Background: an optimization exercise with open tools, aiming at small area and a short achievable clock period. Do not read the settings as production practice. The RTL was checked by simulation tests, not by an equivalence proof against the original design.

indigo:
## SRGL
module SRGL(
    input wire clk,
    input wire reset,
    input wire mov,
    input wire signed [31:0] mpu_valor,
    input wire [7:0] letra_base,
    input wire mpu_valid,
    output reg ready,
    output reg [7:0] letra_final
);
reg [4:0] write_ptr;
reg buffer_full;
reg [13:0] sr0;
reg [13:0] sr1;
reg [13:0] sr2;
reg [13:0] sr3;
reg [13:0] sr4;
reg [13:0] sr5;
reg [13:0] sr6;
reg [13:0] sr7;
reg [13:0] sr8;
reg [13:0] sr9;
reg [13:0] sr10;
reg [13:0] sr11;
reg [13:0] sr12;
reg [13:0] sr13;
reg [13:0] sr14;
reg [13:0] sr15;
reg [13:0] sr16;
reg [13:0] sr17;
reg [13:0] sr18;
reg [13:0] sr19;
reg [13:0] sr20;
reg [13:0] sr21;
reg [13:0] sr22;
reg [13:0] sr23;
reg [13:0] sr24;
reg [13:0] sr25;
reg [13:0] sr26;
reg [13:0] sr27;
reg [13:0] sr28;
reg [13:0] sr29;
reg [20:0] acc;         
reg signed [6:0] hmin, hmax;  
wire en = mpu_valid & ~buffer_full;
wire first = (write_ptr == 5'd0);
wire [15:0] x = mpu_valor[15:0];
wire signed [6:0] xh = mpu_valor[15:9];
always @(posedge clk or posedge reset) begin
    if (reset) begin
        write_ptr <= 5'd0;
        buffer_full <= 1'b0;
    end else begin
        if (en) begin
            if (write_ptr == 5'd29) buffer_full <= 1'b1;
            else write_ptr <= write_ptr + 5'd1;
        end
        if (!mov) begin
            write_ptr <= 5'd0;
            buffer_full <= 1'b0;
        end
    end
end
wire [20:0] acc_base = first ? 21'd0 : acc;
wire [20:0] acc_next;
always @(posedge clk) begin
    if (en) begin
        sr0 <= ~x[13:0];
        sr1 <= sr0;
        sr2 <= sr1;
        sr3 <= sr2;
        sr4 <= sr3;
        sr5 <= sr4;
        sr6 <= sr5;
        sr7 <= sr6;
        sr8 <= sr7;
        sr9 <= sr8;
        sr10 <= sr9;
        sr11 <= sr10;
        sr12 <= sr11;
        sr13 <= sr12;
        sr14 <= sr13;
        sr15 <= sr14;
        sr16 <= sr15;
        sr17 <= sr16;
        sr18 <= sr17;
        sr19 <= sr18;
        sr20 <= sr19;
        sr21 <= sr20;
        sr22 <= sr21;
        sr23 <= sr22;
        sr24 <= sr23;
        sr25 <= sr24;
        sr26 <= sr25;
        sr27 <= sr26;
        sr28 <= sr27;
        sr29 <= sr28;
        acc <= acc_next;
        hmin <= (first || xh < hmin) ? xh : hmin;
        hmax <= (first || xh > hmax) ? xh : hmax;
    end
end
wire neg = acc[20];
  ...
For scale: about 53 I/O pins, roughly 44000 um^2 of cells after synthesis.
make LEC_CHECK=0 ABC_AREA=0 CAP_MARGIN=20 CORE_MARGIN=2 CORE_UTILIZATION=80 CTS_CLUSTER_DIAMETER=80 CTS_CLUSTER_SIZE=30 SLEW_MARGIN=20 SYNTH_HIERARCHICAL=1 SYNTH_MINIMUM_KEEP_SIZE=0 finish   # period 90.0 ns
run.sh (not shown) runs the stock make flow with config.mk's settings and CLKGATE_MAP_FILE= SYNTH_SCRIPT=/design/flow/synth_recipe.tcl, a recipe that flattens the netlist after the stock synthesis.
What pepper does differently from indigo at the input level:
Settings: changing CORE_UTILIZATION from 80 to 65.
Findings:
- Number of clock buffers in the layout: pepper vs indigo down about 2.6%
- Compared with indigo, in pepper finished layout cell area grew by 0.63%; global-route wire length before repair dropped about 2.6%.
diff inputs: pepper => raven
Settings: ABC_AREA now 1, was 0.
==> comparison <==
pepper reached the end of the flow, and the finished layout is clean on the timing, DRC and antenna checks.
raven reached the final stage; the timing, DRC and antenna checks on its layout passed.
Count of final max-slew check failures: pepper vs raven identical
raven ends up with higher number of global-route vias before repair than pepper does.
Area share of xor/xnor cells in the synthesized design for raven: 0.28 points down relative to pepper
The die area was comparable across pepper and raven.
Between raven and pepper, it is raven whose count of unique library cells instantiated by Yosys is lower, by 19.
Instance count on the critical path (raven vs. pepper) increases by more than 10%
pepper has higher worst hold slack than raven.

-- re-timing with driven ports --
In the flow no input, the clock included, has a driving cell. The finished layouts below were timed again as built, in two steps.
Step 1 assumes that a clkbuf_16 drives the clock port and a buf_2 every other input.
Step 2 times the ports against the registers' clock, not the clock port: input delays grow and output delays shrink by t, the midpoint of the rising clock arrivals with the driver on.
a / b / c = no drivers / after step 1 / after step 2; a / b = the first two.
run | t, ns | setup slack, ns | worst setup path at the end | pins driven straight from the clock port
indigo | 0.655 | 57.376 / 57.411 / 56.756 | input to register | 1
pepper | 0.659 | 57.461 / 57.505 / 56.846 | input to register | 1
raven | 0.642 | 57.415 / 57.457 / 56.815 | input to register | 1
After both steps setup and hold are still met in every run listed. For indigo, which loses most, drivers alone change the setup slack by +0.035 ns; drivers and shift together by -0.620 ns.
